From an optimization exercise on the open Yosys and OpenROAD flow, aimed at small area and a short achievable clock period; shortcuts taken in it are not production practice.
Where RTL was checked, it was by simulation tests only, not by an equivalence proof against the original.

==> amber: inputs <==
Design free_list, start of the top module:
module free_list #(
    parameter LEN = 32 + 16,
    parameter LBITS = $clog2(LEN)
) (
    input wire i_clk,
    input wire i_rst_n,
    input wire [LBITS - 1:0] i_ret_p0,
    input wire [LBITS - 1:0] i_ret_p1,
    input wire [LBITS - 1:0] i_ret_p2,
    input wire [LBITS - 1:0] i_ret_p3,
    input wire [2:0] i_ret_count,
    input wire [2:0] i_req_count,
    output reg [LBITS - 1:0] o_req0,
    output reg [LBITS - 1:0] o_req1,
    output reg [LBITS - 1:0] o_req2,
    output reg [LBITS - 1:0] o_req3,
    output reg [2:0] o_req_count,
    output reg [LBITS - 1:0] o_avail_count
);
    localparam NN = 12;    
    reg [47:0] free;
    function automatic [1:0] sadd(input [1:0] x, input [1:0] y);
        sadd = {x[1] | y[1] | (x[0] & y[0]), x[0] | y[0]};
    endfunction
    wire [1:0] ncnt [0:NN - 1];
    wire [1:0] lo0 [0:NN - 1];
    wire [1:0] lo1 [0:NN - 1];
    wire [1:0] hi0 [0:NN - 1];
    wire [1:0] hi1 [0:NN - 1];
    genvar j;
  ...
==> flow/config.mk <==
export PLATFORM = sky130hd
export DESIGN_NAME = free_list
export DESIGN_NICKNAME = free_list
export VERILOG_FILES = /design/flow/design.v
export SDC_FILE = /design/flow/constraint.sdc
export NUM_CORES = 4
export LEC_CHECK = 0
export ABC_AREA = 1
export CAP_MARGIN = 20
export CORE_MARGIN = 2
export CORE_UTILIZATION = 40
export CTS_BUF_LIST = sky130_fd_sc_hd__clkbuf_8
export PLACE_DENSITY = 0.75
export SETUP_SLACK_MARGIN = 4.4
export SLEW_MARGIN = 20
export TNS_END_PERCENT = 5
==> flow/constraint.sdc <==
create_clock -name core_clock -period 7.0 [get_ports {i_clk}]
set_input_delay 1.4000 -clock core_clock [delete_from_list [all_inputs] [get_ports {i_clk}]]
set_output_delay 1.4000 -clock core_clock [all_outputs]
set_load 0.01 [all_outputs]
standard.sh (not shown) runs the stock make flow with config.mk's settings and CLKGATE_MAP_FILE= SYNTH_SCRIPT=/design/flow/synth_recipe.tcl, a recipe that flattens the netlist after the stock synthesis.
==> flow/flow/run.sh <==
#!/bin/bash
# The standard layout, with the port buffers made of plain buffers
# (sky130_fd_sc_hd__buf_1) instead of the default delay buffers; the resizer
# may still resize them. Each tool's log is kept under orfs/logs; the make
# output goes to standard.log.
set -euo pipefail
export BUFFER_PORTS_ARGS="-buffer_cell sky130_fd_sc_hd__buf_1"
bash standard.sh finish > standard.log 2>&1
==> inputs of willow, as changes to amber <==
--- a/flow/design.v
+++ b/flow/design.v
@@ -35,60 +35,49 @@
             assign ncnt[j] = {(a & b) | (a & c) | (a & d) | (b & c) | (b & d) | (c & d), a | b | c | d};
             assign lo0[j] = a ? 2'd0 : b ? 2'd1 : c ? 2'd2 : 2'd3;
             assign lo1[j] = (a & b) ? 2'd1 : ((a | b) & c) ? 2'd2 : 2'd3;
             assign hi0[j] = d ? 2'd3 : c ? 2'd2 : b ? 2'd1 : 2'd0;
             assign hi1[j] = (d & c) ? 2'd2 : ((d | c) & b) ? 2'd1 : 2'd0;
         end
     endgenerate
-    wire [1:0] sl [0:NN - 1];
-    wire [1:0] sh [0:NN - 1];
-    wire [1:0] xl [0:NN - 1];    
-    wire [1:0] xh [0:NN - 1];    
+    wire [1:0] sl [0:4][0:NN - 1];    
+    wire [1:0] sh [0:4][0:NN - 1];    
+    genvar lv;
     generate
-        for (j = 0; j < NN; j = j + 1) begin : g_x
-            if (j % 4 == 0) begin : g_f
-                assign xl[j] = ncnt[j];
-            end else begin : g_n
-                assign xl[j] = sadd(xl[j - 1], ncnt[j]);
-            end
-            if (j % 4 == 3) begin : g_hf
-                assign xh[j] = ncnt[j];
-            end else begin : g_hn
-                assign xh[j] = sadd(xh[j + 1], ncnt[j]);
-            end
+        for (j = 0; j < NN; j = j + 1) begin : g_p0
+            assign sl[0][j] = ncnt[j];
+            assign sh[0][j] = ncnt[j];
         end
-    endgenerate
-    wire [1:0] gl1 = xl[3], gl2 = sadd(xl[3], xl[7]);       
-    wire [1:0] gh1 = xh[8], gh0 = sadd(xh[8], xh[4]);       
-    generate
-        for (j = 0; j < NN; j = j + 1) begin : g_s
-            if (j < 4) begin : g_0
-                assign sl[j] = xl[j];
-                assign sh[j] = sadd(gh0, xh[j]);
-            end else if (j < 8) begin : g_1
-                assign sl[j] = sadd(gl1, xl[j]);
-                assign sh[j] = sadd(gh1, xh[j]);
-            end else begin : g_2
-                assign sl[j] = sadd(gl2, xl[j]);
-                assign sh[j] = xh[j];
+        for (lv = 0; lv < 4; lv = lv + 1) begin : g_lv
+            for (j = 0; j < NN; j = j + 1) begin : g_j
+                if (j >= (1 << lv)) begin : g_l
+                    assign sl[lv + 1][j] = sadd(sl[lv][j - (1 << lv)], sl[lv][j]);
+                end else begin : g_lc
+                    assign sl[lv + 1][j] = sl[lv][j];
+                end
+                if (j + (1 << lv) < NN) begin : g_h
+                    assign sh[lv + 1][j] = sadd(sh[lv][j], sh[lv][j + (1 << lv)]);
+                end else begin : g_hc
+                    assign sh[lv + 1][j] = sh[lv][j];
+                end
             end
         end
     endgenerate
     wire [4:0] q = {i_req_count[2], i_req_count[2] | (i_req_count[1] & i_req_count[0]),
                     i_req_count[2] | i_req_count[1], i_req_count != 3'd0, 1'b1};
     wire nl1 = q[1], nl2 = q[3], nh1 = q[2], nh2 = q[4];
     wire [LBITS - 1:0] tl0 [0:NN - 1];
     wire [LBITS - 1:0] tl1 [0:NN - 1];
     wire [LBITS - 1:0] th0 [0:NN - 1];
     wire [LBITS - 1:0] th1 [0:NN - 1];
     wire [47:0] keep;
     generate
         for (j = 0; j < NN; j = j + 1) begin : g_sel
-            wire [1:0] pl = (j == 0) ? 2'b00 : sl[j - 1];
-            wire [1:0] ph = (j == NN - 1) ? 2'b00 : sh[j + 1];
+            wire [1:0] pl = (j == 0) ? 2'b00 : sl[4][j - 1];
+            wire [1:0] ph = (j == NN - 1) ? 2'b00 : sh[4][j + 1];
             wire l0 = ~pl[0], l1 = pl[0] & ~pl[1];    
             wire h0 = ~ph[0], h1 = ph[0] & ~ph[1];
             wire [3:0] nib = j;
             wire sl0 = l0 & ncnt[j][0];
             wire sl1 = (l0 & ncnt[j][1]) | (l1 & ncnt[j][0]);
             wire sh0 = h0 & ncnt[j][0];
             wire sh1 = (h0 & ncnt[j][1]) | (h1 & ncnt[j][0]);
@@ -154,38 +143,25 @@
         end
     endgenerate
     wire [4:0] rc1h = {i_ret_count == 3'd4, i_ret_count == 3'd3, i_ret_count == 3'd2,
                        i_ret_count == 3'd1, i_ret_count == 3'd0};
     wire [4:0] qc1h = {i_req_count == 3'd4, i_req_count == 3'd3, i_req_count == 3'd2,
                        i_req_count == 3'd1, i_req_count == 3'd0};
     reg [8:0] dsel;    
-    reg [1:0] lo_n;
-    reg cup, cdn;
-    wire [1:0] alo = o_avail_count[1:0];
-    wire [3:0] ahi = o_avail_count[5:2];
-    integer ri, qi, m, t;
+    reg [LBITS - 1:0] avail_n;
+    integer ri, qi, m;
     always @(*) begin
         dsel = 9'b0;
         for (ri = 0; ri < 5; ri = ri + 1)
             for (qi = 0; qi < 5; qi = qi + 1)
                 dsel[ri - qi + 4] = dsel[ri - qi + 4] | (rc1h[ri] & qc1h[qi]);
-        lo_n = 2'b0;
-        cup = 1'b0;
-        cdn = 1'b0;
-        for (m = -4; m <= 4; m = m + 1) begin
-            lo_n = lo_n | ({2{dsel[m + 4]}} & (alo + m[1:0]));
-            t = alo + m;
-            cup = cup | (dsel[m + 4] & (t >= 4));
-            cdn = cdn | (dsel[m + 4] & (t < 0));
-        end
+        avail_n = {LBITS{1'b0}};
+        for (m = 0; m < 9; m = m + 1)
+            avail_n = avail_n | ({LBITS{dsel[m]}} & (o_avail_count + m - 4));
     end
-    wire [3:0] ahi_p = ahi + 4'd1;
-    wire [3:0] ahi_m = ahi - 4'd1;
-    wire [3:0] hi_n = ({4{cup}} & ahi_p) | ({4{cdn}} & ahi_m) | ({4{~cup & ~cdn}} & ahi);
-    wire [LBITS - 1:0] avail_n = {hi_n, lo_n};
     always @(posedge i_clk, negedge i_rst_n) begin
         if (!i_rst_n) begin
             free <= {48{1'b1}};
             o_avail_count <= LEN;
             o_req_count <= 3'd0;
         end else begin
             free <= keep | ret;
==> flow/run.sh (new file) <==
#!/bin/bash
# synth_recipe.tcl (not shown) runs the flow's synth.tcl, then flattens the netlist and writes it again
# the make line also repeats each setting of config.mk as NAME=value (left out here)
make -C /OpenROAD-flow-scripts/flow DESIGN_CONFIG=/design/flow/config.mk WORK_HOME=/design/flow/orfs CLKGATE_MAP_FILE= SYNTH_SCRIPT=/design/flow/synth_recipe.tcl finish
CORE_UTILIZATION = 65   (was 40)
CTS_BUF_LIST = default   (was sky130_fd_sc_hd__clkbuf_8)
PLACE_DENSITY = default   (was 0.75)
SETUP_SLACK_MARGIN = 4.5   (was 4.4)
TNS_END_PERCENT = default   (was 5)
removed: flow/flow/run.sh
removed: flow/standard.sh
==> run notes <==
quantity	amber	willow
Combined area of all synthesized cells	8750 um2	9570 um2
Sequential cell area fraction in the yosys report	0.225	0.206
Cells after synthesis	1432	1594
Std cell rows	54	44
CTS root buf	sky130_fd_sc_hd__clkbuf_8	sky130_fd_sc_hd__clkbuf_16
Placer Congestion	1.05	1.27
Initial core utilization	0.405	0.661
Overall die height	152 um	125 um
Area share of the largest cell type after synthesis	0.150	0.140
Synth Area in Adders	0.00858	0.0128
Cell Area, Placed	9330 um2	10400 um2
Total half-perimeter wirelength after legalization and detailed placement	28400 um	31100 um
Number of nets in the synthesized netlist	1470	1635
Synth Area in Compound Gates	0.230	0.224
Post-synthesis share of cell area spent on xor and xnor gates	0.00501	0.0110
Post-synth cell types	56	51
Post-place setup slack	2.89 ns	2.70 ns
Mean instance size in the synthesized netlist	6.11 um2	6.00 um2
Most area-hungry cell type in the Yosys netlist	sky130_fd_sc_hd__dfstp_2	sky130_fd_sc_hd__nand2_1
Number of gates resized after cts	37	215
Outcome	finished clean	aborted with a tool error
Stage where the flow stopped	-	5_1_grt
Number of buffers inserted by post-CTS setup repair	12	31
Die Span X	152 um	125 um
Function not checked in willow: the RTL went through the layout flow alone.

## afterwards: timing with drivers on the ports
Ports are ideal in the flow. The routed layout listed here was re-timed in OpenROAD.
Step 1, drivers: a clkbuf_16 drives i_clk and a buf_2 each remaining input, both assumed.
Step 2 moves the port delays by t, midway between the first and last clock arrival at a register: inputs arrive t later, outputs are due t later. That takes back most of the time a late clock gives input paths.
a / b / c = no drivers / after step 1 / after step 2; a / b = the first two.
run: amber
t, ns: 0.438
slack for setup (ns): 4.198 / 4.219 / 3.781
hold WS [ns]: 0.527 / 0.527 / 0.527
worst register clock-pin slew, ns: 0.10 / 0.10
cell pins on the clock port's net: 1
After both steps amber still meets setup and hold. For amber, drivers alone change the setup slack by +0.021 ns; drivers and shift together by -0.417 ns.
